This design comes from an exercise in tuning for small area and a short achievable clock period on the open sky130 flow, not from production work.
RTL that was checked went through simulation tests only; none was proved equivalent to the original.
Only the layout flow was run in runs 4 to 6; the RTL was not checked for function there.
Power figures rest on the tool's default switching activity, not on a simulated workload.

===== design/flow/config.mk =====
export PLATFORM = sky130hd
export DESIGN_NAME = axis_hdr_insert_top
export DESIGN_NICKNAME = axis_hdr_insert_top
export VERILOG_FILES = /design/flow/design.v
export SDC_FILE = /design/flow/constraint.sdc
export NUM_CORES = 4
export LEC_CHECK = 0
export CAP_MARGIN = 0
export CORE_MARGIN = 2
export CORE_UTILIZATION = 40
export CTS_CLUSTER_DIAMETER = 150
export CTS_CLUSTER_SIZE = 25
export GPL_ROUTABILITY_DRIVEN = 0
export SETUP_SLACK_MARGIN = 4.4
export SLEW_MARGIN = 0

===== design/flow/constraint.sdc =====
create_clock -name core_clock -period 7.0 [get_ports {clk}]
set_input_delay 1.4000 -clock core_clock [delete_from_list [all_inputs] [get_ports {clk}]]
set_output_delay 1.4000 -clock core_clock [all_outputs]
set_load 0.01 [all_outputs]

===== design/flow/design.v =====
module axis_hdr_insert_top (
	input          clk,
	input          rst_n,
	input          valid_in,
	input  [127:0] data_in,
	input  [15:0]  keep_in,
	input          last_in,
	output         ready_in,
	output         valid_out,
	output [127:0] data_out,
	output [15:0]  keep_out,
	output         last_out,
	input          ready_out,
	input          valid_insert,
	input  [127:0] data_insert,
	input  [15:0]  keep_insert,
	input  [3:0]   byte_insert_cnt,
	output         ready_insert
);
axi_stream_insert_header #(
	.DATA_WD      (128),
	.DATA_BYTE_WD (16),
	.BYTE_CNT_WD  (4)
) u_core (
	.clk             (clk),
	.rst_n           (rst_n),
	.valid_in        (valid_in),
	.data_in         (data_in),
	.keep_in         (keep_in),
	.last_in         (last_in),
	.ready_in        (ready_in),
	.valid_out       (valid_out),
	.data_out        (data_out),
	.keep_out        (keep_out),
	.last_out        (last_out),
	.ready_out       (ready_out),
	.valid_insert    (valid_insert),
	.data_insert     (data_insert),
	.keep_insert     (keep_insert),
	.byte_insert_cnt (byte_insert_cnt),
	.ready_insert    (ready_insert)
);
endmodule

module axi_stream_insert_header
#(
	parameter 						DATA_WD = 32,
	parameter 						DATA_BYTE_WD = DATA_WD / 8,
	parameter 						BYTE_CNT_WD = $clog2(DATA_BYTE_WD)
)(
	input 							clk,
	input 							rst_n,
	input 							valid_in,
	input 	[DATA_WD-1 : 0] 		data_in,
	input 	[DATA_BYTE_WD-1 : 0] 	keep_in,
	input 							last_in,
	output 							ready_in,
	output 							valid_out,
	output 	[DATA_WD-1 : 0] 		data_out,
	output 	[DATA_BYTE_WD-1 : 0] 	keep_out,
	output 							last_out,
	input 							ready_out,
	input 							valid_insert,
	input 	[DATA_WD-1 : 0] 		data_insert,
	input 	[DATA_BYTE_WD-1 : 0] 	keep_insert,
	input	[BYTE_CNT_WD-1 : 0]		byte_insert_cnt,
	output 							ready_insert
);
localparam NB = DATA_BYTE_WD;           
localparam SW = $clog2(NB + 1);         
reg				r_busy;          
reg				r_in_active1;
reg				r_in_active2;
reg				r_valid_out;
reg				r_last_out;
reg	[2:0]		r_cnt;           
reg				r_rot8;          
reg	[NB-1:0]	r_thdr;          
reg	[DATA_WD-1:0]		r_data;
reg	[DATA_WD-1:0]		r_data1;
reg	[NB-1:0]	r_keep;
reg	[NB-1:0]	r_keep1;
reg	[DATA_WD-1:0]		r_data_out;
reg	[NB-1:0]	r_keep_out;
wire w_insert_active = valid_insert & ~r_busy;
wire w_load         = r_busy ? valid_in : valid_insert;
wire w_in_active    = valid_in & r_busy;
wire w_hold         = ~w_load;
wire [NB-1:0] w_s0 = keep_insert;
wire w_c0_h = w_s0[0] | w_s0[1];
wire w_c0_l = w_s0[0] & w_s0[1];
wire w_c1_h = w_s0[2] | w_s0[3];
wire w_c1_l = w_s0[2] & w_s0[3];
wire w_c2_h = w_c0_h | w_c1_h;
wire w_c2_l = w_c0_h & w_c1_h;
wire w_c3_h = w_c0_l | w_c1_l;
wire w_c3_l = w_c0_l & w_c1_l;
wire w_c4_h = w_c3_h | w_c2_l;
wire w_c4_l = w_c3_h & w_c2_l;
wire w_c5_h = w_s0[4] | w_s0[5];
wire w_c5_l = w_s0[4] & w_s0[5];
wire w_c6_h = w_s0[6] | w_s0[7];
wire w_c6_l = w_s0[6] & w_s0[7];
wire w_c7_h = w_c5_h | w_c6_h;
wire w_c7_l = w_c5_h & w_c6_h;
wire w_c8_h = w_c5_l | w_c6_l;
wire w_c8_l = w_c5_l & w_c6_l;
wire w_c9_h = w_c8_h | w_c7_l;
wire w_c9_l = w_c8_h & w_c7_l;
wire w_c10_h = w_c2_h | w_c7_h;
wire w_c10_l = w_c2_h & w_c7_h;
wire w_c11_h = w_c4_l | w_c9_l;
wire w_c11_l = w_c4_l & w_c9_l;
wire w_c12_h = w_c11_h | w_c10_l;
wire w_c12_l = w_c11_h & w_c10_l;
wire w_c13_h = w_c4_h | w_c9_h;
wire w_c13_l = w_c4_h & w_c9_h;
wire w_c14_h = w_c3_l | w_c8_l;
wire w_c14_l = w_c3_l & w_c8_l;
wire w_c15_h = w_c14_h | w_c13_l;
wire w_c15_l = w_c14_h & w_c13_l;
wire w_c16_h = w_c13_h | w_c12_h;
wire w_c16_l = w_c13_h & w_c12_h;
wire w_c17_h = w_c15_h | w_c12_l;
wire w_c17_l = w_c15_h & w_c12_l;
wire w_c18_h = w_c15_l | w_c11_l;
wire w_c18_l = w_c15_l & w_c11_l;
wire w_c19_h = w_s0[8] | w_s0[9];
wire w_c19_l = w_s0[8] & w_s0[9];
wire w_c20_h = w_s0[10] | w_s0[11];
wire w_c20_l = w_s0[10] & w_s0[11];
wire w_c21_h = w_c19_h | w_c20_h;
wire w_c21_l = w_c19_h & w_c20_h;
wire w_c22_h = w_c19_l | w_c20_l;
wire w_c22_l = w_c19_l & w_c20_l;
wire w_c23_h = w_c22_h | w_c21_l;
wire w_c23_l = w_c22_h & w_c21_l;
wire w_c24_h = w_s0[12] | w_s0[13];
wire w_c24_l = w_s0[12] & w_s0[13];
wire w_c25_h = w_s0[14] | w_s0[15];
wire w_c25_l = w_s0[14] & w_s0[15];
wire w_c26_h = w_c24_h | w_c25_h;
wire w_c26_l = w_c24_h & w_c25_h;
wire w_c27_h = w_c24_l | w_c25_l;
wire w_c27_l = w_c24_l & w_c25_l;
wire w_c28_h = w_c27_h | w_c26_l;
wire w_c28_l = w_c27_h & w_c26_l;
wire w_c29_h = w_c21_h | w_c26_h;
wire w_c29_l = w_c21_h & w_c26_h;
wire w_c30_h = w_c23_l | w_c28_l;
wire w_c30_l = w_c23_l & w_c28_l;
wire w_c31_h = w_c30_h | w_c29_l;
wire w_c31_l = w_c30_h & w_c29_l;
wire w_c32_h = w_c23_h | w_c28_h;
wire w_c32_l = w_c23_h & w_c28_h;
wire w_c33_h = w_c22_l | w_c27_l;
wire w_c33_l = w_c22_l & w_c27_l;
wire w_c34_h = w_c33_h | w_c32_l;
wire w_c34_l = w_c33_h & w_c32_l;
wire w_c35_h = w_c32_h | w_c31_h;
wire w_c35_l = w_c32_h & w_c31_h;
wire w_c36_h = w_c34_h | w_c31_l;
wire w_c36_l = w_c34_h & w_c31_l;
wire w_c37_h = w_c34_l | w_c30_l;
wire w_c37_l = w_c34_l & w_c30_l;
wire w_c38_h = w_c10_h | w_c29_h;
wire w_c38_l = w_c10_h & w_c29_h;
wire w_c39_h = w_c17_l | w_c36_l;
wire w_c39_l = w_c17_l & w_c36_l;
wire w_c40_h = w_c39_h | w_c38_l;
wire w_c40_l = w_c39_h & w_c38_l;
wire w_c41_h = w_c16_l | w_c35_l;
wire w_c41_l = w_c16_l & w_c35_l;
wire w_c42_h = w_c18_l | w_c37_l;
wire w_c42_l = w_c18_l & w_c37_l;
wire w_c43_h = w_c42_h | w_c41_l;
wire w_c43_l = w_c42_h & w_c41_l;
wire w_c44_h = w_c41_h | w_c40_h;
wire w_c44_l = w_c41_h & w_c40_h;
wire w_c45_h = w_c43_h | w_c40_l;
wire w_c45_l = w_c43_h & w_c40_l;
wire w_c46_h = w_c43_l | w_c39_l;
wire w_c46_l = w_c43_l & w_c39_l;
wire w_c47_h = w_c16_h | w_c35_h;
wire w_c47_l = w_c16_h & w_c35_h;
wire w_c48_h = w_c18_h | w_c37_h;
wire w_c48_l = w_c18_h & w_c37_h;
wire w_c49_h = w_c48_h | w_c47_l;
wire w_c49_l = w_c48_h & w_c47_l;
wire w_c50_h = w_c17_h | w_c36_h;
wire w_c50_l = w_c17_h & w_c36_h;
wire w_c51_h = w_c14_l | w_c33_l;
wire w_c51_l = w_c14_l & w_c33_l;
wire w_c52_h = w_c51_h | w_c50_l;
wire w_c52_l = w_c51_h & w_c50_l;
wire w_c53_h = w_c50_h | w_c49_h;
wire w_c53_l = w_c50_h & w_c49_h;
wire w_c54_h = w_c52_h | w_c49_l;
wire w_c54_l = w_c52_h & w_c49_l;
wire w_c55_h = w_c52_l | w_c48_l;
wire w_c55_l = w_c52_l & w_c48_l;
wire w_c56_h = w_c47_h | w_c44_h;
wire w_c56_l = w_c47_h & w_c44_h;
wire w_c57_h = w_c53_h | w_c44_l;
wire w_c57_l = w_c53_h & w_c44_l;
wire w_c58_h = w_c53_l | w_c45_h;
wire w_c58_l = w_c53_l & w_c45_h;
wire w_c59_h = w_c54_h | w_c45_l;
wire w_c59_l = w_c54_h & w_c45_l;
wire w_c60_h = w_c54_l | w_c46_h;
wire w_c60_l = w_c54_l & w_c46_h;
wire w_c61_h = w_c55_h | w_c46_l;
wire w_c61_l = w_c55_h & w_c46_l;
wire w_c62_h = w_c55_l | w_c42_l;
wire w_c62_l = w_c55_l & w_c42_l;
wire [NB-1:0] w_srt = {w_c51_l, w_c62_l, w_c62_h, w_c61_l, w_c61_h, w_c60_l, w_c60_h, w_c59_l, w_c59_h, w_c58_l, w_c58_h, w_c57_l, w_c57_h, w_c56_l, w_c56_h, w_c38_h};
wire w_flag         = r_in_active1 & ~r_in_active2;
wire w_out_en       = w_flag | r_valid_out;
assign ready_insert = ~r_busy;
assign ready_in     = r_busy;
assign valid_out    = r_valid_out;
assign last_out     = r_last_out;
assign data_out     = r_data_out;
assign keep_out     = r_keep_out;
always @(posedge clk or negedge rst_n) begin
	if (!rst_n) begin
		r_busy         <= 1'b0;
		r_in_active1   <= 1'b0;
		r_in_active2   <= 1'b0;
		r_valid_out    <= 1'b0;
		r_last_out     <= 1'b0;
	end else begin
		if (w_insert_active)
			r_busy <= 1'b1;
		else if (last_in)
			r_busy <= 1'b0;
		r_in_active1 <= w_in_active;
		r_in_active2 <= r_in_active1;
		if (w_flag)
			r_valid_out <= 1'b1;
		else if (r_last_out)
			r_valid_out <= 1'b0;
		r_last_out <= r_valid_out & (r_cnt == 3'd4);
	end
end
always @(posedge clk) begin
	if (w_flag)
		r_cnt <= 3'd0;
	else
		r_cnt <= r_cnt + 3'd1;
	r_thdr <= ({NB{w_insert_active}} & w_srt) | ({NB{r_busy}} & r_thdr) |
	          ({NB{~valid_insert}} & r_thdr);
	r_rot8 <= (w_insert_active & w_srt[7] & ~w_srt[15]) | (r_busy & r_rot8) |
	          (~valid_insert & r_rot8);
	r_data <= ({DATA_WD{w_insert_active}} & data_insert) |
	          ({DATA_WD{w_in_active}} & data_in) |
	          ({DATA_WD{w_hold}} & r_data);
	r_keep <= ({NB{w_insert_active}} & keep_insert) |
	          ({NB{w_in_active}} & keep_in) |
	          ({NB{w_hold}} & r_keep);
	r_data1 <= r_data;
	r_keep1 <= r_keep;
end
wire [NB:1] w_t = r_thdr;        
wire [3:0]  w_rot;               
assign w_rot[3] = r_rot8;
assign w_rot[2] = (w_t[4] & ~w_t[8]) | (w_t[12] & ~w_t[16]);
assign w_rot[1] = (w_t[2] & ~w_t[4]) | (w_t[6] & ~w_t[8]) | (w_t[10] & ~w_t[12]) | (w_t[14] & ~w_t[16]);
assign w_rot[0] = (w_t[1] & ~w_t[2]) | (w_t[3] & ~w_t[4]) | (w_t[5] & ~w_t[6]) | (w_t[7] & ~w_t[8]) |
                  (w_t[9] & ~w_t[10]) | (w_t[11] & ~w_t[12]) | (w_t[13] & ~w_t[14]) | (w_t[15] & ~w_t[16]);
reg [DATA_WD-1:0] w_mix, w_r8, w_r4, w_r2, w_shift;
reg [NB-1:0]      w_kmix, w_k8, w_k4, w_k2, w_kshift;
integer j;
always @* begin
	for (j = 0; j < NB; j = j + 1) begin
		w_mix[8*j +: 8] = w_t[j+1] ? r_data1[8*j +: 8] : r_data[8*j +: 8];
		w_kmix[j]       = w_t[j+1] & r_keep1[j];
	end
	for (j = 0; j < NB; j = j + 1) begin
		w_r8[8*j +: 8] = w_rot[3] ? w_mix[8*((j+8)%NB) +: 8] : w_mix[8*j +: 8];
		w_k8[j]        = w_rot[3] ? w_kmix[(j+8)%NB] : w_kmix[j];
	end
	for (j = 0; j < NB; j = j + 1) begin
		w_r4[8*j +: 8] = w_rot[2] ? w_r8[8*((j+4)%NB) +: 8] : w_r8[8*j +: 8];
		w_k4[j]        = w_rot[2] ? w_k8[(j+4)%NB] : w_k8[j];
	end
	for (j = 0; j < NB; j = j + 1) begin
		w_r2[8*j +: 8] = w_rot[1] ? w_r4[8*((j+2)%NB) +: 8] : w_r4[8*j +: 8];
		w_k2[j]        = w_rot[1] ? w_k4[(j+2)%NB] : w_k4[j];
	end
	for (j = 0; j < NB; j = j + 1) begin
		w_shift[8*j +: 8] = w_rot[0] ? w_r2[8*((j+1)%NB) +: 8] : w_r2[8*j +: 8];
		w_kshift[j]       = w_rot[0] ? w_k2[(j+1)%NB] : w_k2[j];
	end
end
always @(posedge clk or negedge rst_n) begin
	if (!rst_n) begin
		r_data_out <= {DATA_WD{1'b0}};
		r_keep_out <= {NB{1'b0}};
	end else begin
		if (w_out_en)
			r_data_out <= w_shift;
		if (w_flag)
			r_keep_out <= {NB{1'b1}};
		else if ((r_cnt == 3'd4) && r_valid_out && ready_out)
			r_keep_out <= w_kshift;
	end
end
endmodule

===== design/flow/flow/run.sh =====
#!/bin/bash
# Standard ORFS layout (the standard.sh), except that the port buffers that
# global placement inserts on every input and output use a plain buffer cell.
set -euo pipefail
bash standard.sh "BUFFER_PORTS_ARGS=-buffer_cell sky130_fd_sc_hd__buf_1" finish > standard.log 2>&1

===== design/flow/standard.sh =====
#!/bin/bash
# synth_recipe.tcl (not shown) runs the flow's synth.tcl, then flattens the netlist and writes it again
# the make line also repeats each setting of config.mk as NAME=value (left out here)
make -C /OpenROAD-flow-scripts/flow DESIGN_CONFIG=/design/flow/config.mk WORK_HOME=/design/flow/orfs CLKGATE_MAP_FILE= SYNTH_SCRIPT=/design/flow/synth_recipe.tcl "${@:-finish}"

==> impl_metrics.ini, run 1 <==
[worst_setup_path]
cp-start-kind = flop
cp-startpoint = u_core.r_thdr[4]$_DFF_P_
worstPathRequired_ns = 7.43
r2r_start = u_core.r_thdr[4]$_DFF_P_
critical_path.max_stage_delay_ns = 0.77
cp_cell_sequence = mux2i_1 > mux4_2 > mux2i_1 > mux2i_1 > a21oi_1
worstPathMaxFanout = 12
crit_slowest_cell = dfxtp_1
path_common_cell = mux2i_1
reg2reg_slack_ns = 4.40
cp-end-kind = flop
path_class = reg2reg
crit_arrival_ns = 3.03

[outcome]
status = complete, no violations

[cts]
cts_tree = built
numClockSinks = 457
htreeDepth = 1
clk_latency_ns = 0.59
cts_max_path_buffers = 3
holdBufCountCts = 0
cts.reportedPaths.clkPinSlew_ns = 0.10
clock-root-buffer = clkbuf_16
cts_made_buffers = 22

[routing]
via_per_inst = 5.62
detail-route-antenna-nets = 0
drt_wl_total_mm = 76.1
avgRoutedWirePerCell_um = 23.8
drc = 0
vias = 18000
drtPass1Iterations = 5
drtIter0Drc = 1561

[cells_and_area]
antenna_cells = 0
layout-drive-gt1-share_pct = 12.8
multi_input_area_um2 = 12100
fillers = 5269
ff_latch_area_um2 = 9930
area_delta_synth_final_pct = 15.5
final_nets = 2743

[pwr]
power_density_nw_per_um2 = 456
vdd_drop_max_mv = 0.192
static-leakage-power_nw = 11.1

[synth]
synthMuxAreaShare_pct = 32.1
synth_compound_area_share_pct = 10.4
yosys_warnings = 1
synth_ff_type = dfxtp_1
async_reset_ff_share_pct = 32.6
ys_seq_area_share_pct = 44.0
ys_seq_elements = 457
synth_top_cell_by_area = dfxtp_1
yosys.area_share.adder_pct = 0.111
synth_edf_count = 0
syn_area_um2 = 22500
yosysUniqueCellTypes = 39
synth_xor_area_share_pct = 0.0390
synth_top_family_by_area = multiplexers
syn_nets = 2399
synthSimpleGateAreaFrac_pct = 9.42
synth_top_area_share_pct = 27.4
synth.area.top_cells = dfxtp_1 (27%), mux2i_1 (19%), dfrtp_1 (17%), mux4_2 (13%), nand2_1 (5.4%)
syn_avg_cell_area_um2 = 10.7
netlist_instances = 2099

[grt]
grt_usage_pct = 25.1
grt_max_degree = 164
grt_antenna_before_repair = 3
grt_pass1_vias = 16600
grt_first_pass_wirelength_mm = 107
grt.overflow.total = 0

[floorplanning]
die_w_um = 241
die_h_um = 241
dieArea_um2 = 58100
io_pins = 446
start_util_pct = 40.6
floorplan.rows = 86
core_um2 = 55300

[sta]
fin_tns_setup_ns = 0
rsz0062_at_grt = true
fin_crit_ns = 2.60
whs_ns = 0.346
worstMarginPinSlew_ns = 1.08
setup_viol = 0
fmax_mhz = 385
slew_violations = 0
finalHoldViolations = 0
clock-skew-final_ns = 0.0356
period_share_pct = 37.1
relSlewSlack_pct = 28.0

[run]
drv_cap = 0

[placed_design]
hpwl_mm = 57.9
placement.io_buffers = 441

[hold_path]
hold_path_class = reg2reg
min-delay-start = u_core.r_keep[3]$_DFF_P_
power by group:
part	total [mW]	internal, mW	switching, mW
registers	4.10	3.51	0.592
clock network	1.44	0.597	0.845
logic	6.29	2.51	3.78
stage by stage:
step	total power, mW	std cells	instance area, µm²	utilization [%]	worst slack, ns
floorplan	7.93	2099	22600	-	4.39
global placement	9.84	3139	24600	44.4	3.37
detailed placement	9.97	3139	24600	44.4	3.30
CTS	11.7	3188	25600	46.4	4.37
global route	12.5	3200	26000	46.9	4.37
finish	11.8	3200	26000	46.9	4.40
placed cells by master, fill, tap and decap left out, drive strengths merged, types with 7 or more instances in the layout:
cell	count
clkbuf	60
mux4	128
a21oi	150
nand2	322
inv	13
buf	450
dfxtp	308
nor4	8
mux2i	432
nand3	18
a31oi	8
a22oi	153
nor2	165
dfrtp	149
a211oi	11
nand4	7
o21ai	24
o31ai	8
o211ai	10
cell type report:
| cell class | instances | area share [%] |
|---|---|---|
| multi-input combinational | 1469 | 46.5 |
| sequential | 457 | 38.3 |
| timing repair buffer | 481 | 9.03 |
| tap | 748 | 3.61 |
| clock buffer | 31 | 2.25 |
| inverter | 12 | 0.174 |
| clock inverter | 2 | 0.140 |
registers in the layout, summed over array words and instances (netlist names):
signal               cells
u_core.r_thdr           16
u_core.r_last_out        1
u_core.r_keep1          16
u_core.r_cnt             3
u_core.r_data1         128
u_core.r_valid_out       1
u_core.r_in_active2      1
u_core.r_rot8            1
u_core.r_in_active1      1
u_core.r_keep           16
u_core.r_data          128
u_core.r_busy            1
u_core.r_data_out      128
u_core.r_keep_out       16
cells in the mapped netlist, types with 2 or more instances:
library cell,count
mux2i_1,432
nand2_1,322
dfxtp_1,308
nor2_1,165
a22oi_1,153
a21oi_1,150
dfrtp_1,149
mux4_2,128
clkbuf_1,79
buf_2,39
buf_4,34
o21ai_0,23
nand3_1,18
a211oi_1,11
inv_1,10
o211ai_1,10
a31oi_1,8
buf_6,8
o31ai_1,8
nand4_1,7
nor4_1,7
o22ai_1,5
and2_1,4
and4_1,2
ha_1,2
inv_2,2
nor2b_1,2
or2_2,2
timing repair:
action                     in CTS  in global routing
setup buffers                  11                  9
gates resized for setup        67                 70
pin swaps                       2                  1
gates cloned                    5                  3
setup endpoints to repair     246                191
critical path: cells and delay by family, from the launching register on:
kind / cells / cell delay (ns)
flip-flops: 1 / 0.77
AO/OA/AOI/OAI: 1 / 0.13
multiplexers: 4 / 1.55
kinds of logic (layout without fill, tap and decap cells):
| family | count (synthesis) | count (layout) |
|---|---|---|
| fa+ha+maj | 2 | 2 |
| xor+xnor | 1 | 1 |
| flops | 457 | 457 |
| compound gates | 371 | 371 |
| buf+inv | 174 | 526 |
| simple gates | 534 | 535 |
| mux | 560 | 560 |
worst paths after layout:
check / to / depth (start not counted)
setup / recovery: u_core.r_data_out[49]$_DFFE_PN0P_ / 5
hold / removal: u_core.r_keep1[3]$_DFF_P_ / 0
setup reg to reg: u_core.r_data_out[49]$_DFFE_PN0P_ / 5
hold reg to reg: u_core.r_keep1[3]$_DFF_P_ / 0
max in group asynchronous: u_core.r_data_out[28]$_DFFE_PN0P_ / 2
min in group asynchronous: u_core.r_data_out[127]$_DFFE_PN0P_ / 2
routing by layer:
metal  GRT usage (%)  routed length [µm]  up-vias  part of all wire, %
met5               0                   7        -               0.0092
met4            9.88                3410        2                  4.5
met3            4.37                6220      119                  8.2
met2            41.1               35500      833                   47
met1            33.2               30900     8691                   41
li1                -                   -     8354                    -
==> run 2: changes to the inputs <==
--- a/design/flow/config.mk
+++ b/design/flow/config.mk
@@ -11,5 +11,4 @@
 export CTS_CLUSTER_DIAMETER = 150
 export CTS_CLUSTER_SIZE = 25
-export GPL_ROUTABILITY_DRIVEN = 0
 export SETUP_SLACK_MARGIN = 4.4
 export SLEW_MARGIN = 0
==> impl_metrics.ini, run 2 <==
[routing]
detail-route-antenna-nets = 0
drt_wl_total_mm = 78.0
avgRoutedWirePerCell_um = 24.4
vias = 18000
via_per_inst = 5.64
drtPass1Iterations = 5
drc = 0
drtIter0Drc = 1693

[synth]
yosysUniqueCellTypes = 39
synth_top_cells_by_count = mux2i_1 (432), nand2_1 (322), dfxtp_1 (308)
synth_most_common_cell = mux2i_1
synthSimpleGateAreaFrac_pct = 9.42
synth_edf_count = 0
synth_top_cell_by_area = dfxtp_1
ys_seq_elements = 457
async_reset_ff_share_pct = 32.6
synthMuxAreaShare_pct = 32.1
synth.area.top_cells = dfxtp_1 (27%), mux2i_1 (19%), dfrtp_1 (17%), mux4_2 (13%), nand2_1 (5.4%)
synth_compound_area_share_pct = 10.4
synth_xor_area_share_pct = 0.0390
synth_ff_type = dfxtp_1
syn_nets = 2399
syn_area_um2 = 22500
synth_top_area_share_pct = 27.4
netlist_instances = 2099
yosys.area_share.adder_pct = 0.111
ys_seq_area_share_pct = 44.0
syn_avg_cell_area_um2 = 10.7
synth_top_family_by_area = multiplexers
yosys_warnings = 1

[placed_design]
gp_congestion = 0.927
placement.io_buffers = 441
hpwl_mm = 58.9

[cts]
numClockSinks = 457
cts_made_buffers = 22
clk_latency_ns = 0.57
cts_tree = built
cts.reportedPaths.clkPinSlew_ns = 0.10
clock-root-buffer = clkbuf_16
htreeDepth = 1
cts_max_path_buffers = 3

[sta]
finalHoldViolations = 0
fin_tns_setup_ns = 0
relSlewSlack_pct = 26.1
worstMarginPinSlew_ns = 1.11
rsz0062_at_grt = true
clock-skew-final_ns = 0.0241
slew_violations = 0
fin_crit_ns = 2.60
setup_viol = 0
fmax_mhz = 385
period_share_pct = 37.1

[cells_and_area]
multi_input_area_um2 = 12100
fillers = 5255
final_common_cell = mux2i_1
layout-drive-gt1-share_pct = 12.2
final_nets = 2742
ff_latch_area_um2 = 9940
top_regs = u_core.r_data1 x128, u_core.r_data x128, u_core.r_data_out x128
layout_common_cells = mux2i_1 (414), buf_1 (409), nand2_1 (321)
area_delta_synth_final_pct = 15.2

[grt]
grt_antenna_before_repair = 1
grt_first_pass_wirelength_mm = 111
grt.overflow.total = 0
grt_usage_pct = 26.1
grt_pass1_vias = 16800
grt_max_degree = 245

[worst_setup_path]
worstPathRequired_ns = 7.42
r2r_cells = 6
worstPathMaxFanout = 16
path_class = reg2reg
cp-start-kind = flop
cp-end-kind = flop
crit_arrival_ns = 3.02

[floorplanning]
dieArea_um2 = 58100
io_pins = 446
floorplan.rows = 86
core_um2 = 55300
start_util_pct = 40.6
die_w_um = 241
die_h_um = 241

[pwr]
total_power_mw = 11.8
power_density_nw_per_um2 = 456
static-leakage-power_nw = 11.1
vdd_drop_max_mv = 0.271

[run]
drv_cap = 0

[hold_path]
hold_path_class = reg2reg
hold_depth = 0

[outcome]
status = complete, no violations
run 2: logic make-up (layout without fill, tap and decap cells):
| kind of cell | after synthesis | after routing |
|---|---|---|
| other | 0 | 1 |
| buffers and inverters | 174 | 522 |
| xor gates and xnor gates | 1 | 1 |
| and+or+nand+nor | 534 | 539 |
| adders and majority gates | 2 | 2 |
| DFF | 457 | 457 |
| AOI/OAI and AO/OA | 371 | 371 |
| muxes | 560 | 560 |
run 2: worst max-delay path: stages, from the launching register on:
cell	delay, ns
dfxtp_4	0.50
inv_1	0.15
a22oi_2	0.34
and4_4	0.40
buf_4	0.35
mux2i_1	0.55
a21oi_1	0.14
run 2: area by class of cell:
cell class / instances / area share (%)
Timing Repair Buffer: 476 / 8.89
Clock buffer: 32 / 2.27
Inverter: 12 / 0.174
Multi-Input combinational cell: 1473 / 46.5
Tap cell: 748 / 3.61
Antenna cell: 1 / 0.00966
Sequential cell: 457 / 38.4
Clock inverter: 2 / 0.140
run 2: what timing repair did:
action                     in CTS  in global routing
setup buffers                  10                 10
cloned                          9                  1
setup endpoints to repair     300                214
hold buffers                    0                  0
gates resized for setup        60                 42
pin swaps                       3                  3
run 2: power by group:
part / total (mW) / internal (mW) / switching [mW] / leakage [nW]
sequential: 4.10 / 3.51 / 0.588 / 4.31
combinational: 6.28 / 2.48 / 3.80 / 6.50
clock: 1.44 / 0.599 / 0.844 / 0.300
total: 11.8 / 6.59 / 5.24 / 11.1
run 2: final timing paths:
check                                           from                                 to  slack (ns)
min                         u_core.r_keep[9]$_DFF_P_          u_core.r_keep1[9]$_DFF_P_        0.33
max in group asynchronous                      rst_n  u_core.r_data_out[58]$_DFFE_PN0P_        5.36
min reg2reg                 u_core.r_keep[9]$_DFF_P_          u_core.r_keep1[9]$_DFF_P_        0.33
max reg2reg                u_core.r_thdr[15]$_DFF_P_  u_core.r_data_out[71]$_DFFE_PN0P_        4.40
min in group asynchronous                      rst_n   u_core.r_data_out[3]$_DFFE_PN0P_        0.93
max                        u_core.r_thdr[15]$_DFF_P_  u_core.r_data_out[71]$_DFFE_PN0P_        4.40
run 2: per-stage QoR:
step / setup WS [ns] / instance area [µm²] / util, % / hold WS (ns) / instances
after floorplan: 4.39 / 22600 / - / 0.331 / 2099
after global placement: 3.14 / 24600 / 44.4 / 0.336 / 3136
after detailed placement: 3.09 / 24600 / 44.4 / 0.338 / 3136
after CTS: 4.38 / 25700 / 46.4 / 0.333 / 3189
after global routing: 4.35 / 25900 / 46.8 / 0.331 / 3200
final: 4.40 / 25900 / 46.8 / 0.333 / 3201
run 2: layer usage:
| layer | vias up | GRT usage (%) | part of all wire, % |
|---|---|---|---|
| met5 | - | 0 | 0 |
| met1 | 8858 | 35.3 | 43 |
| met2 | 724 | 44.4 | 48 |
| met4 | 0 | 6.25 | 2.6 |
| li1 | 8375 | - | - |
| met3 | 83 | 3.19 | 6.5 |
==> run 3: changes to the inputs <==
--- a/design/flow/config.mk
+++ b/design/flow/config.mk
@@ -11,4 +11,4 @@
 export CTS_CLUSTER_DIAMETER = 150
 export CTS_CLUSTER_SIZE = 25
-export SETUP_SLACK_MARGIN = 4.4
+export SETUP_SLACK_MARGIN = 4.45
 export SLEW_MARGIN = 0
==> impl_metrics.ini, run 3 <==
[outcome]
status = complete, no violations

[floorplanning]
io_pins = 446
core_um2 = 55300
die_h_um = 241
floorplan.rows = 86
die_w_um = 241
dieArea_um2 = 58100
start_util_pct = 40.6

[cts]
cts_made_buffers = 22
clock-root-buffer = clkbuf_16
holdBufCountCts = 0
numClockSinks = 457
cts_max_path_buffers = 3
cts.reportedPaths.clkPinSlew_ns = 0.11
clk_latency_ns = 0.59
cts_tree = built
htreeDepth = 1

[worst_setup_path]
cp-start-kind = flop
reg2reg_slack_ns = 4.53
path_class = reg2out
worstPathMaxFanout = 5
crit_arrival_ns = 1.21
cp-end-kind = output pin
worstPathRequired_ns = 5.60

[synth]
syn_nets = 2399
ys_seq_area_share_pct = 44.0
netlist_instances = 2099
syn_avg_cell_area_um2 = 10.7
ys_seq_elements = 457
yosysUniqueCellTypes = 39
syn_area_um2 = 22500
yosys_warnings = 1
synth_ff_type = dfxtp_1
synth_top_cell_by_area = dfxtp_1
async_reset_ff_share_pct = 32.6
synth_most_common_cell = mux2i_1
synth.area.top_cells = dfxtp_1 (27%), mux2i_1 (19%), dfrtp_1 (17%), mux4_2 (13%), nand2_1 (5.4%)
synth_top_cells_by_count = mux2i_1 (432), nand2_1 (322), dfxtp_1 (308)
synth_edf_count = 0
synth_top_area_share_pct = 27.4

[sta]
setup_viol = 0
fin_tns_setup_ns = 0
fin_crit_ns = 2.61
clock-skew-final_ns = 0.0321
worstMarginPinSlew_ns = 1.09
fmax_mhz = 384
slew_violations = 0
relSlewSlack_pct = 27.6
period_share_pct = 37.3
setup_ws_ns = 4.39
finalHoldViolations = 0
rsz0062_at_grt = true

[routing]
drtIter0Drc = 1664
vias = 18200
drt_wl_total_mm = 77.0
via_per_inst = 5.60
detail-route-antenna-nets = 0
avgRoutedWirePerCell_um = 23.7
drc = 0
drtPass1Iterations = 5

[pwr]
static-leakage-power_nw = 11.7
pwr-share-seq_pct = 33.3
combPwrFrac_pct = 54.9
switchingPower_mw = 5.34
power_density_nw_per_um2 = 461
vdd_drop_max_mv = 0.252
p_clk_share_pct = 11.8
intPower_mw = 6.96
switching_share_pct = 43.4

[grt]
grt.overflow.total = 0
grt_usage_pct = 25.7
grt_max_degree = 247
grt_first_pass_wirelength_mm = 110
met2_usage_pct = 42.5
grt_pass1_vias = 16900
gr-max-usage-layer = met2
grt_antenna_before_repair = 0
gr-usage-met1_pct = 34.7
grtUsageMet3_pct = 3.57

[run]
drv_cap = 0

[cells_and_area]
final_nets = 2793
top_regs = u_core.r_data1 x128, u_core.r_data x128, u_core.r_data_out x128
ff_latch_area_um2 = 9930
area_delta_synth_final_pct = 18.8
multi_input_area_um2 = 12200
final_common_cell = mux2i_1
fillers = 5161
antenna_cells = 0
layout_common_cells = mux2i_1 (395), buf_1 (323), nand2_1 (319)
layout-drive-gt1-share_pct = 18.6

[placed_design]
hpwl_mm = 58.6
gp_congestion = 0.984
placement.io_buffers = 441
place_ws_ns = 2.99

[hold_path]
hold_path_class = reg2reg
## run 3: changes by cell type in the layout (fill, tap and decap cells not counted), moves of 5 or more
| cell | change |
|---|---|
| buf_1 | -86 |
| buf_4 | +49 |
| clkbuf_2 | +40 |
| buf_6 | +25 |
| buf_2 | +24 |
| mux2i_1 | -19 |
| mux2i_2 | +17 |
| a211oi_1 | -5 |
| a211oi_2 | +5 |
## run 3: power by group through the flow
stage	Clock, mW	Sequential, mW	Combinational (mW)
after floorplan	0	4.13	3.81
after global placement	0	4.14	5.78
after detailed placement	0	4.18	5.87
after CTS	1.49	4.12	6.38
after global routing	1.58	4.19	7.16
final	1.46	4.10	6.75
## run 3: cells by family after synthesis
kind of cell               synth area share (%)
and+or+nand+nor                            9.42
xor gates and xnor gates                 0.0390
adders and majority gates                 0.111
AOI/OAI and AO/OA                          10.4
DFF                                        44.0
buffers and inverters                      3.97
muxes                                      32.1
## run 3: area by class of cell
class	count	share of cell area [%]
clock buffer	33	2.22
multi-input combinational	1471	45.6
tap	748	3.50
inverter	12	0.169
timing repair buffer	529	11.1
sequential	457	37.2
clock inverter	2	0.136
## run 3: timing repair
| action | CTS | global route |
|---|---|---|
| buffers inserted | 32 | 34 |
| pin swaps | 4 | 2 |
| cloned | 8 | 3 |
| resized for setup | 157 | 96 |
| setup endpoints to repair | 358 | 338 |
## run 3: critical path, cell delays in order (launching register included)
cell     delay (ns)
dfrtp_2        0.44
inv_2          0.08
buf_6          0.10
## run 3: stage by stage
stage / util, % / hold WS (ns) / total power [mW] / cell area (µm²) / instances
2_1_floorplan: - / 0.331 / 7.94 / 22700 / 2099
3_3_place_gp: 44.5 / 0.333 / 9.92 / 24600 / 3140
3_5_place_dp: 44.5 / 0.337 / 10.0 / 24600 / 3140
4_1_cts: 47.3 / 0.352 / 12.0 / 26100 / 3215
5_1_grt: 48.3 / 0.354 / 12.9 / 26700 / 3252
6_report: 48.3 / 0.346 / 12.3 / 26700 / 3252
## run 3: worst paths after layout
| kind | startpoint | to | cells past startpoint |
|---|---|---|---|
| worst min-delay path | u_core.r_keep[2]$_DFF_P_ | u_core.r_keep1[2]$_DFF_P_ | 0 |
| min in group asynchronous | rst_n | u_core.r_data_out[0]$_DFFE_PN0P_ | 1 |
| max in group asynchronous | rst_n | u_core.r_data_out[41]$_DFFE_PN0P_ | 2 |
| worst min register to register | u_core.r_keep[2]$_DFF_P_ | u_core.r_keep1[2]$_DFF_P_ | 0 |
| worst max-delay path | u_core.r_busy$_DFFE_PN0P_ | ready_insert | 2 |
| worst max register to register | u_core.r_thdr[3]$_DFF_P_ | u_core.r_data_out[41]$_DFFE_PN0P_ | 6 |
## run 3: routing by layer
| layer | up-vias | wire length [µm] |
|---|---|---|
| met1 | 8901 | 32400 |
| met2 | 760 | 36400 |
| met5 | - | 0 |
| met3 | 92 | 5370 |
| met4 | 0 | 2870 |
| li1 | 8472 | - |
==> run 4: changes to the inputs <==
--- a/design/flow/design.v
+++ b/design/flow/design.v
@@ -253,10 +253,8 @@
 	r_rot8 <= (w_insert_active & w_srt[7] & ~w_srt[15]) | (r_busy & r_rot8) |
 	          (~valid_insert & r_rot8);
-	r_data <= ({DATA_WD{w_insert_active}} & data_insert) |
-	          ({DATA_WD{w_in_active}} & data_in) |
-	          ({DATA_WD{w_hold}} & r_data);
-	r_keep <= ({NB{w_insert_active}} & keep_insert) |
-	          ({NB{w_in_active}} & keep_in) |
-	          ({NB{w_hold}} & r_keep);
+	if (w_load) begin
+		r_data <= r_busy ? data_in : data_insert;
+		r_keep <= r_busy ? keep_in : keep_insert;
+	end
 	r_data1 <= r_data;
 	r_keep1 <= r_keep;
==> design/flow/flow/run.sh (replaced) <==
#!/bin/bash
# Standard ORFS layout (the standard.sh), except that the port buffers that
# global placement inserts on every input and output use a plain buffer cell.
set -euo pipefail
bash standard.sh "BUFFER_PORTS_ARGS=-buffer_cell sky130_fd_sc_hd__buf_2" finish > standard.log 2>&1
==> design/flow/config.mk (replaced) <==
export PLATFORM = sky130hd
export DESIGN_NAME = axis_hdr_insert_top
export DESIGN_NICKNAME = axis_hdr_insert_top
export VERILOG_FILES = /design/flow/design.v
export SDC_FILE = /design/flow/constraint.sdc
export NUM_CORES = 4
export LEC_CHECK = 0
export CAP_MARGIN = 20
export CORE_MARGIN = 2
export CORE_UTILIZATION = 40
export CTS_BUF_LIST = sky130_fd_sc_hd__clkbuf_8
export SETUP_SLACK_MARGIN = 4.4
export SLEW_MARGIN = 20
==> impl_metrics.ini, run 4 <==
[pwr]
pwr-share-seq_pct = 31.5
intPower_mw = 7.83
static-leakage-power_nw = 12.9
p_clk_share_pct = 20.6
combPwrFrac_pct = 47.9
vdd_drop_max_mv = 0.243
switching_share_pct = 39.0
power_density_nw_per_um2 = 438
switchingPower_mw = 5.00

[cells_and_area]
fin_util_pct = 50.9
layout_common_cells = mux2i_1 (421), buf_2 (400), nor2_1 (163)
final_cells = 3152
final_common_cell = mux2i_1
layout-drive-gt1-share_pct = 43.6
top_regs = u_core.r_data1 x128, u_core.r_data x128, u_core.r_data_out x128
final_nets = 2619
area_delta_synth_final_pct = 25.9

[synth]
yosys.area_share.adder_pct = 0.107
ys_seq_elements = 457
netlist_instances = 1780
yosysUniqueCellTypes = 40
synth_top_family_by_area = multiplexers
synth_compound_area_share_pct = 5.38
syn_avg_cell_area_um2 = 13.1
synth_ff_type = dfxtp_1
synthSimpleGateAreaFrac_pct = 4.55
synth_top_cell_by_area = edfxtp_1
synth_most_common_cell = mux2i_1
synth_top_cells_by_count = mux2i_1 (432), dfxtp_1 (164), nor2_1 (164)
synth_xor_area_share_pct = 0.0376
async_reset_ff_share_pct = 32.6
syn_area_um2 = 23300
yosys_warnings = 1
synth.area.top_cells = edfxtp_1 (19%), mux2i_1 (19%), dfrtp_1 (16%), dfxtp_1 (14%), mux4_2 (12%)
synth_top_area_share_pct = 18.6
synthMuxAreaShare_pct = 37.9
ys_seq_area_share_pct = 48.7
synth_edf_count = 144
syn_nets = 2080

[routing]
wl_met1_mm = 33.5
drtPass1Iterations = 7
vias = 17200
drt_wl_total_mm = 75.0
avgRoutedWirePerCell_um = 23.8
route.met3.wl_mm = 4.98
dr_wl_met2_mm = 34.7
detail-route-antenna-nets = 0
highest_layer = met4
via_per_inst = 5.45
drtIter0Drc = 1560
drc = 0

[grt]
grt_usage_pct = 24.3
grt_pass1_vias = 16400
grt_antenna_before_repair = 1
grt_first_pass_wirelength_mm = 107
grt_max_degree = 105
grt.overflow.total = 0

[worst_setup_path]
cp-start-kind = flop
path_class = reg2out
cp_cell_sequence = buf_2
crit_arrival_ns = 1.33
r2r_start = u_core.r_thdr[10]$_DFF_P_
cp-end-kind = output pin
cp_top_family = flip-flops
worstPathRequired_ns = 5.60
worstPathMaxFanout = 2
crit_slowest_cell = dfrtp_1
cp-startpoint = u_core.r_data_out[38]$_DFFE_PN0P_
critPathBufInv = 1
critical_path.max_stage_delay_ns = 0.47

[floorplanning]
die_h_um = 245
dieArea_um2 = 60200
core_um2 = 57600
floorplan.rows = 88
die_w_um = 245
io_pins = 446
start_util_pct = 40.4

[placed_design]
place_ws_ns = 3.06
gp_congestion = 0.901
hpwl_mm = 55.3
dp.cells = 2871
placement.io_buffers = 441

[sta]
setup_viol = 0
relSlewSlack_pct = 28.5
setup_ws_ns = 4.27
worstMarginPinSlew_ns = 1.07
fin_crit_ns = 2.73
finalHoldViolations = 0
fin_tns_setup_ns = 0
period_share_pct = 39.0
slew_violations = 0
rsz0062_at_grt = true
fmax_mhz = 366
whs_ns = 0.340
clock-skew-final_ns = 0.0416

[cts]
clock-root-buffer = clkbuf_8
cts_max_path_buffers = 3
clk_latency_ns = 0.68
cts.reportedPaths.clkPinSlew_ns = 0.07
cts_made_buffers = 81
numClockSinks = 457
htreeDepth = 3
cts_tree = built

[outcome]
status = complete, no violations

[hold_path]
hold_path_class = reg2reg
min-delay-start = u_core.r_keep[0]$_DFFE_PP_

[run]
drv_cap = 0
run 4: cell types whose count changed after synthesis, moves of 5 or more:
cell      change
a22oi_1     -144
buf_2         +5
nand2_1     -288
edfxtp_1    +144
mux2_2      +144
dfxtp_1     -144
clkbuf_1     -35
run 4: through the flow:
stage               power, mW  instance area (µm²)
global route             13.4                29300
CTS                      12.6                28700
finish                   12.8                29300
global placement         9.33                26000
detailed placement       9.41                26000
floorplan                7.50                23400
run 4: path summary, 6_finish.rpt:
path                                                          end  slack [ns]  cells after the start
worst max-delay path                                 data_out[38]        4.27                      1
worst max register to register  u_core.r_data_out[98]$_DFFE_PN0P_        4.46                      5
worst min register to register          u_core.r_keep1[0]$_DFF_P_        0.34                      0
max in group asynchronous       u_core.r_data_out[44]$_DFFE_PN0P_        5.39                      2
worst min-delay path                    u_core.r_keep1[0]$_DFF_P_        0.34                      0
min in group asynchronous             u_core.r_last_out$_DFF_PN0_        0.61                      1
run 4: repair_timing:
| item | CTS | global route |
|---|---|---|
| hold buffers | 0 | 0 |
| pin swaps | 2 | 3 |
| setup buffers | 68 | 56 |
| endpoints found under the setup margin | 474 | 341 |
| resized for setup | 96 | 25 |
| gates cloned | 3 | 2 |
run 4: power groups by stage:
stage,sequential (mW),clock (mW),combinational [mW]
after floorplan,4.05,0,3.45
after global placement,4.10,0,5.23
after detailed placement,4.13,0,5.28
after CTS,4.04,2.70,5.83
after global routing,4.11,2.81,6.52
final,4.05,2.64,6.15
run 4: logic make-up (layout without fill, tap and decap cells):
family          after synthesis  count (layout)
flops                       457             457
mux                         704             704
other cells                   0               1
simple gates                246             247
compound gates              227             228
fa+ha+maj                     2               2
buf+inv                     143             747
xor+xnor                      1               1
run 4: final cells by class:
class | instances | area, µm²
antenna | 1 | 2.50
clock buffer | 96 | 1320
clock inverter | 54 | 410
fill | 5024 | 28300
inverter | 12 | 47.5
multi-input combinational | 1182 | 11400
sequential | 457 | 11400
tap | 765 | 957
timing repair buffer | 585 | 3800
run 4: metal layers:
layer	global-route usage, %	vias up
met5	0	-
met4	6.62	0
met3	4.43	118
met2	38.1	682
met1	34.5	8532
li1	-	7857
==> run 5: changes to the inputs <==
--- a/design/flow/design.v
+++ b/design/flow/design.v
@@ -75,4 +75,5 @@
 reg				r_last_out;
 reg	[2:0]		r_cnt;           
+reg	[NB-2:0]	r_ohdr;          
 reg				r_rot8;          
 reg	[NB-1:0]	r_thdr;          
@@ -249,12 +250,15 @@
 	else
 		r_cnt <= r_cnt + 3'd1;
-	r_thdr <= ({NB{w_insert_active}} & w_srt) | ({NB{r_busy}} & r_thdr) |
-	          ({NB{~valid_insert}} & r_thdr);
-	r_rot8 <= (w_insert_active & w_srt[7] & ~w_srt[15]) | (r_busy & r_rot8) |
-	          (~valid_insert & r_rot8);
-	if (w_load) begin
-		r_data <= r_busy ? data_in : data_insert;
-		r_keep <= r_busy ? keep_in : keep_insert;
+	if (w_insert_active) begin
+		r_thdr <= w_srt;
+		r_ohdr <= w_srt[NB-2:0] & ~w_srt[NB-1:1];
+		r_rot8 <= w_srt[7] & ~w_srt[15];
 	end
+	r_data <= ({DATA_WD{w_insert_active}} & data_insert) |
+	          ({DATA_WD{w_in_active}} & data_in) |
+	          ({DATA_WD{w_hold}} & r_data);
+	r_keep <= ({NB{w_insert_active}} & keep_insert) |
+	          ({NB{w_in_active}} & keep_in) |
+	          ({NB{w_hold}} & r_keep);
 	r_data1 <= r_data;
 	r_keep1 <= r_keep;
@@ -263,8 +267,8 @@
 wire [3:0]  w_rot;               
 assign w_rot[3] = r_rot8;
-assign w_rot[2] = (w_t[4] & ~w_t[8]) | (w_t[12] & ~w_t[16]);
-assign w_rot[1] = (w_t[2] & ~w_t[4]) | (w_t[6] & ~w_t[8]) | (w_t[10] & ~w_t[12]) | (w_t[14] & ~w_t[16]);
-assign w_rot[0] = (w_t[1] & ~w_t[2]) | (w_t[3] & ~w_t[4]) | (w_t[5] & ~w_t[6]) | (w_t[7] & ~w_t[8]) |
-                  (w_t[9] & ~w_t[10]) | (w_t[11] & ~w_t[12]) | (w_t[13] & ~w_t[14]) | (w_t[15] & ~w_t[16]);
+wire [15:1] w_oh = r_ohdr;       
+assign w_rot[2] = w_oh[4] | w_oh[5] | w_oh[6] | w_oh[7] | w_oh[12] | w_oh[13] | w_oh[14] | w_oh[15];
+assign w_rot[1] = w_oh[2] | w_oh[3] | w_oh[6] | w_oh[7] | w_oh[10] | w_oh[11] | w_oh[14] | w_oh[15];
+assign w_rot[0] = w_oh[1] | w_oh[3] | w_oh[5] | w_oh[7] | w_oh[9] | w_oh[11] | w_oh[13] | w_oh[15];
 reg [DATA_WD-1:0] w_mix, w_r8, w_r4, w_r2, w_shift;
 reg [NB-1:0]      w_kmix, w_k8, w_k4, w_k2, w_kshift;
--- a/design/flow/config.mk
+++ b/design/flow/config.mk
@@ -10,4 +10,4 @@
 export CORE_UTILIZATION = 40
 export CTS_BUF_LIST = sky130_fd_sc_hd__clkbuf_8
-export SETUP_SLACK_MARGIN = 4.4
+export SETUP_SLACK_MARGIN = 4.5
 export SLEW_MARGIN = 20
==> impl_metrics.ini, run 5 <==
[sta]
clock-skew-final_ns = 0.0427
period_share_pct = 39.0
worstMarginPinSlew_ns = 1.16
finalHoldViolations = 0
fin_tns_setup_ns = 0
rsz0062_at_grt = true
fin_crit_ns = 2.73
setup_viol = 0
slew_violations = 0
relSlewSlack_pct = 22.4
fmax_mhz = 366

[grt]
grt_first_pass_wirelength_mm = 122
grt_antenna_before_repair = 2
grt_usage_pct = 27.9
grt.overflow.total = 0
grt_pass1_vias = 18800
grt_max_degree = 250

[cts]
numClockSinks = 471
htreeDepth = 3
cts_max_path_buffers = 3
cts_tree = built
clock-root-buffer = clkbuf_8
cts.reportedPaths.clkPinSlew_ns = 0.06
cts_made_buffers = 78
clk_latency_ns = 0.70

[pwr]
vdd_drop_max_mv = 0.305
power_density_nw_per_um2 = 345
total_power_mw = 11.7
static-leakage-power_nw = 14.9

[cells_and_area]
final_common_cell = buf_2
layout-drive-gt1-share_pct = 43.9
fillers = 4705
area_delta_synth_final_pct = 48.7
layout_common_cells = buf_2 (388), mux2i_1 (351), nand2_1 (312)
top_regs = u_core.r_data1 x128, u_core.r_data x128, u_core.r_data_out x128
final_nets = 3199

[worst_setup_path]
crit_slowest_cell = or3_4
cp-end-kind = flop
worstPathMaxFanout = 6
critical_path.max_stage_delay_ns = 0.40
worstPathRequired_ns = 7.44
reg2reg_slack_ns = 4.33
path_class = in2reg
cp-start-kind = input pin
crit_arrival_ns = 3.18
cp_cell_sequence = buf_8 > or3_4 > o22a_4 > o31a_1 > buf_6 > or2_4 > nand2_2 > ha_2

[synth]
synth_top_cells_by_count = mux2i_1 (688), nand2_1 (329), dfxtp_1 (291)
synth.area.top_cells = mux2i_1 (30%), dfxtp_1 (26%), dfrtp_1 (16%), nand2_1 (5.4%), a22oi_1 (4.8%)
yosysUniqueCellTypes = 41
syn_nets = 2569
synth_top_cell_by_area = mux2i_1
syn_area_um2 = 22800
synth_edf_count = 31
netlist_instances = 2257
synth_ff_type = dfxtp_1
syn_avg_cell_area_um2 = 10.1
async_reset_ff_share_pct = 31.6
ys_seq_area_share_pct = 46.0
ys_seq_elements = 471
yosys_warnings = 1
synth_top_area_share_pct = 30.2
synth_most_common_cell = mux2i_1

[hold_path]
hold_path_class = reg2reg

[routing]
vias = 20200
detail-route-antenna-nets = 0
drtPass1Iterations = 5
avgRoutedWirePerCell_um = 24.6
drt_wl_total_mm = 91.2
via_per_inst = 5.44
drc = 0
drtIter0Drc = 1504

[floorplanning]
core_um2 = 56400
io_pins = 446
floorplan.rows = 87
die_w_um = 243
dieArea_um2 = 58900
start_util_pct = 40.4
die_h_um = 243

[outcome]
status = complete, no violations

[run]
drv_cap = 0

[placed_design]
placement.io_buffers = 441
hpwl_mm = 61.4
gp_congestion = 0.946
==> run 5: cell types whose count changed in the layout (fill, tap and decap cells not counted), moves of 113 or more <==
cell / before / now
dfxtp_1: 152 / 291
nand2_1: 33 / 312
mux4_2: 128 / 0
mux2i_4: 0 / 205
mux2i_2: 11 / 132
a22oi_1: 8 / 145
edfxtp_1: 144 / 31
mux2_2: 144 / 0
==> run 5: metal layers <==
metal | vias to the layer above | wire length [µm] | GRT usage [%] | part of all wire [%]
li1 | 9341 | - | - | -
met1 | 9818 | 39000 | 39.0 | 43
met2 | 829 | 42300 | 44.9 | 46
met3 | 168 | 5890 | 3.60 | 6.5
met4 | 2 | 4010 | 9.26 | 4.4
met5 | - | 13 | 0 | 0.014
==> run 5: what timing repair did <==
item / CTS / global route
hold buffers: 0 / 0
pin swaps: 36 / 94
endpoints found under the setup margin: 343 / 323
gates cloned: 16 / 28
buffers inserted: 120 / 95
resized for setup: 439 / 362
==> run 5: through the flow <==
stage	instances	worst slack, ns	instance area, µm²	hold WS (ns)	util [%]
6_report	3704	4.27	33900	0.350	60.1
2_1_floorplan	2257	3.82	22900	0.331	-
5_1_grt	3702	4.27	33900	0.356	60.1
3_5_place_dp	3303	3.43	25500	0.339	45.3
4_1_cts	3577	4.27	30500	0.353	54.0
3_3_place_gp	3303	3.41	25500	0.341	45.3
==> run 5: cell type report <==
cell class	count	area, µm²	share of cell area [%]
tap	756	946	2.79
multi-input combinational	1619	15400	45.5
clock inverter	45	233	0.687
clock buffer	93	1280	3.78
antenna	3	7.51	0.0222
inverter	12	45.0	0.133
sequential	471	10500	31.0
timing repair buffer	705	5470	16.2
==> run 5: cells by family (layout without fill, tap and decap cells) <==
logic type                 after synthesis  count (layout)  share of synthesized area [%]
buffers and inverters                  173             855                           3.38
muxes                                  688             688                           30.2
DFF                                    471             471                           46.0
adders and majority gates               14              14                          0.769
AOI/OAI and AO/OA                      344             344                           9.53
other                                    0               3                              0
and+or+nand+nor                        566             572                           10.1
xor gates and xnor gates                 1               1                         0.0384
==> run 5: final timing paths <==
kind,startpoint,to,depth (start not counted)
min in group asynchronous,rst_n,u_core.r_busy$_DFFE_PN0P_,1
max in group asynchronous,rst_n,u_core.r_data_out[47]$_DFFE_PN0P_,3
hold / removal,u_core.r_data[70]$_DFF_P_,u_core.r_data1[70]$_DFF_P_,0
hold reg to reg,u_core.r_data[70]$_DFF_P_,u_core.r_data1[70]$_DFF_P_,0
setup / recovery,keep_insert[9],u_core.r_ohdr[3]$_DFFE_PP_,8
setup reg to reg,u_core.r_ohdr[5]$_DFFE_PP_,u_core.r_data_out[15]$_DFFE_PN0P_,9
==> run 5: critical path: cells and delay by family <==
kind / cells / cell delay (ns)
adder cells (fa/ha/maj): 1 / 0.27
AO/OA/AOI/OAI: 2 / 0.56
buffers and inverters: 2 / 0.25
AND/OR/NAND/NOR: 3 / 0.70
==> run 5: power breakdown <==
part,leakage (nW),switching [mW],internal (mW)
combinational,9.61,2.94,2.26
sequential,4.45,0.558,3.59
clock,0.881,1.11,1.24
total,14.9,4.60,7.09
==> run 6: changes to the inputs <==
--- a/design/flow/config.mk
+++ b/design/flow/config.mk
@@ -10,4 +10,4 @@
 export CORE_UTILIZATION = 40
 export CTS_BUF_LIST = sky130_fd_sc_hd__clkbuf_8
-export SETUP_SLACK_MARGIN = 4.5
+export SETUP_SLACK_MARGIN = 4.3
 export SLEW_MARGIN = 20
==> impl_metrics.ini, run 6 <==
[outcome]
status = complete, no violations

[floorplanning]
core_um2 = 56400
io_pins = 446
die_w_um = 243
dieArea_um2 = 58900
die_h_um = 243
start_util_pct = 40.4
floorplan.rows = 87

[routing]
drc = 0
avgRoutedWirePerCell_um = 22.9
detail-route-antenna-nets = 0
drtPass1Iterations = 5
drt_wl_total_mm = 79.9
via_per_inst = 5.33
drtIter0Drc = 1298
vias = 18600

[cells_and_area]
layout_common_cells = mux2i_1 (569), buf_2 (424), nand2_1 (317)
final_nets = 2975
area_delta_synth_final_pct = 25.3
top_regs = u_core.r_data1 x128, u_core.r_data x128, u_core.r_data_out x128
fin_area_um2 = 28500
final_common_cell = mux2i_1
layout-drive-gt1-share_pct = 29.4

[run]
drv_cap = 0

[placed_design]
gp_congestion = 0.944
placed_area_um2 = 25500
hpwl_mm = 61.1
placement.io_buffers = 441

[cts]
clk_latency_ns = 0.67
holdBufCountCts = 0
cts_max_path_buffers = 3
cts_tree = built
cts_made_buffers = 79
htreeDepth = 3
clock-root-buffer = clkbuf_8
numClockSinks = 471
cts.reportedPaths.clkPinSlew_ns = 0.06

[synth]
yosysUniqueCellTypes = 41
synth_most_common_cell = mux2i_1
yosys_warnings = 1
synth_top_cell_by_area = mux2i_1
synth_top_cells_by_count = mux2i_1 (688), nand2_1 (329), dfxtp_1 (291)
syn_area_um2 = 22800
ys_seq_elements = 471
netlist_instances = 2257
syn_nets = 2569
synth.area.top_cells = mux2i_1 (30%), dfxtp_1 (26%), dfrtp_1 (16%), nand2_1 (5.4%), a22oi_1 (4.8%)
synth_top_area_share_pct = 30.2
synth_edf_count = 31
synth_ff_type = dfxtp_1
async_reset_ff_share_pct = 31.6
ys_seq_area_share_pct = 46.0
syn_avg_cell_area_um2 = 10.1

[grt]
grt_usage_pct = 25.9
grt.overflow.total = 0
grt_max_degree = 177
grt_antenna_before_repair = 4
grt_pass1_vias = 17800
grt_first_pass_wirelength_mm = 114

[sta]
slew_violations = 0
fin_crit_ns = 2.77
finalHoldViolations = 0
fin_tns_setup_ns = 0
setup_viol = 0
rsz0062_at_grt = true
worstMarginPinSlew_ns = 1.04
fmax_mhz = 361
relSlewSlack_pct = 30.7
period_share_pct = 39.6
clock-skew-final_ns = 0.0272

[hold_path]
hold_path_class = reg2reg
hold_depth = 0

[worst_setup_path]
worstPathMaxFanout = 7
cp-start-kind = input pin
r2r_cells = 6
worstPathRequired_ns = 7.50
crit_arrival_ns = 3.27
cp-end-kind = flop
path_class = in2reg

[pwr]
static-leakage-power_nw = 13.5
vdd_drop_max_mv = 0.164
power_density_nw_per_um2 = 356
## run 6: cell types whose count changed in the layout (fill, tap and decap cells not counted), sizes merged
cell,previous run,this run
clkinvlp,3,1
clkinv,15,6
diode,3,1
bufbuf,2,1
inv,38,55
buf,687,480
clkbuf,109,100
nand2b,8,2
## run 6: final timing paths
kind / start / to / slack (ns)
worst min register to register: u_core.r_keep[2]$_DFF_P_ / u_core.r_keep1[2]$_DFF_P_ / 0.35
worst max-delay path: keep_insert[6] / u_core.r_ohdr[0]$_DFFE_PP_ / 4.23
worst max register to register: u_core.r_thdr[4]$_DFFE_PP_ / u_core.r_data_out[78]$_DFFE_PN0P_ / 4.27
worst min-delay path: u_core.r_keep[2]$_DFF_P_ / u_core.r_keep1[2]$_DFF_P_ / 0.35
max in group asynchronous: rst_n / u_core.r_data_out[69]$_DFFE_PN0P_ / 4.85
min in group asynchronous: rst_n / u_core.r_valid_out$_DFFE_PN0P_ / 0.80
## run 6: critical path: stages
cell and delay (ns):
buf_8 0.11, or3_4 0.38, o22a_4 0.26, o31a_1 0.34
or2_2 0.30, nor2_1 0.11, ha_1 0.15, inv_1 0.06
a21oi_2 0.16
## run 6: logic make-up after synthesis
family,count (synthesis),share of synthesized area (%)
mux,688,30.2
buf+inv,173,3.38
xor+xnor,1,0.0384
compound gates,344,9.53
simple gates,566,10.1
flops,471,46.0
fa+ha+maj,14,0.769
## run 6: cell type report
class / instances / area, µm²
multi-input cells: 1613 / 12600
inverters: 12 / 45.0
repair buffers: 486 / 2920
diodes: 1 / 2.50
fillers: 5378 / 27800
clock buffers: 95 / 1310
well taps: 756 / 946
flip-flops and latches: 471 / 10500
clock inverters: 51 / 258
## run 6: metrics by stage
step | power (mW) | hold slack (ns) | utilization (%) | worst slack, ns | cells
finish | 10.1 | 0.351 | 50.6 | 4.23 | 3485
global route | 10.7 | 0.363 | 50.6 | 4.22 | 3485
CTS | 10.1 | 0.353 | 49.2 | 4.23 | 3471
detailed placement | 7.54 | 0.340 | 45.2 | 3.29 | 3307
global placement | 7.47 | 0.336 | 45.2 | 3.29 | 3307
floorplan | 5.95 | 0.331 | - | 3.82 | 2257
## run 6: power by group
group / total [mW] / internal [mW] / switching [mW] / leakage, nW
logic: 3.63 / 1.33 / 2.30 / 8.08
registers: 4.15 / 3.59 / 0.567 / 4.45
clock network: 2.37 / 1.27 / 1.09 / 0.950
## run 6: layer usage
layer	wire length [µm]	track usage [%]
met2	36800	41.4
met3	4590	4.18
met1	36600	36.2
met4	1890	7.58
met5	27	0
## run 6: what timing repair did
action | 4_1_cts | 5_1_grt
cloned | 3 | 7
resized for setup | 103 | 165
pin swaps | 16 | 23
setup buffers | 15 | 6
setup endpoints to repair | 247 | 235

[afterwards: timing with drivers on the ports]
In the flow no input, the clock included, has a driving cell. The finished layouts below were timed again as built, in two steps.
Step 1 (the two cells are an assumption about what drives the block):
set clk [get_ports {clk}]
set_driving_cell -lib_cell sky130_fd_sc_hd__clkbuf_16 $clk
set_driving_cell -lib_cell sky130_fd_sc_hd__buf_2 [delete_from_list [all_inputs] $clk]
Step 2, shift: input delay + t, output delay - t, t = (earliest + latest rising clock arrival at the registers) / 2. This alone moves slack from input paths to output paths.
Three values: ideal ports, drivers, drivers and shift; two values: the first two.
run	shift t [ns]	slack for setup (ns)	worst setup path at the end	slew at the worst register clock pin (ns)
run 1	0.636	4.404 / 4.351 / 3.887	input to register	0.12 / 0.12
run 2	0.627	4.400 / 4.364 / 3.901	input to register	0.10 / 0.10
run 3	0.634	4.392 / 4.335 / 3.916	input to register	0.11 / 0.11
run 4	0.719	4.270 / 4.210 / 3.864	input to register	0.07 / 0.07
run 5	0.728	4.267 / 4.252 / 3.555	input to register	0.07 / 0.07
run 6	0.708	4.228 / 4.240 / 3.533	input to register	0.07 / 0.07
After both steps every run listed still meets setup and hold. For run 5, which loses most, drivers alone change the setup slack by -0.015 ns; drivers and shift together by -0.712 ns.
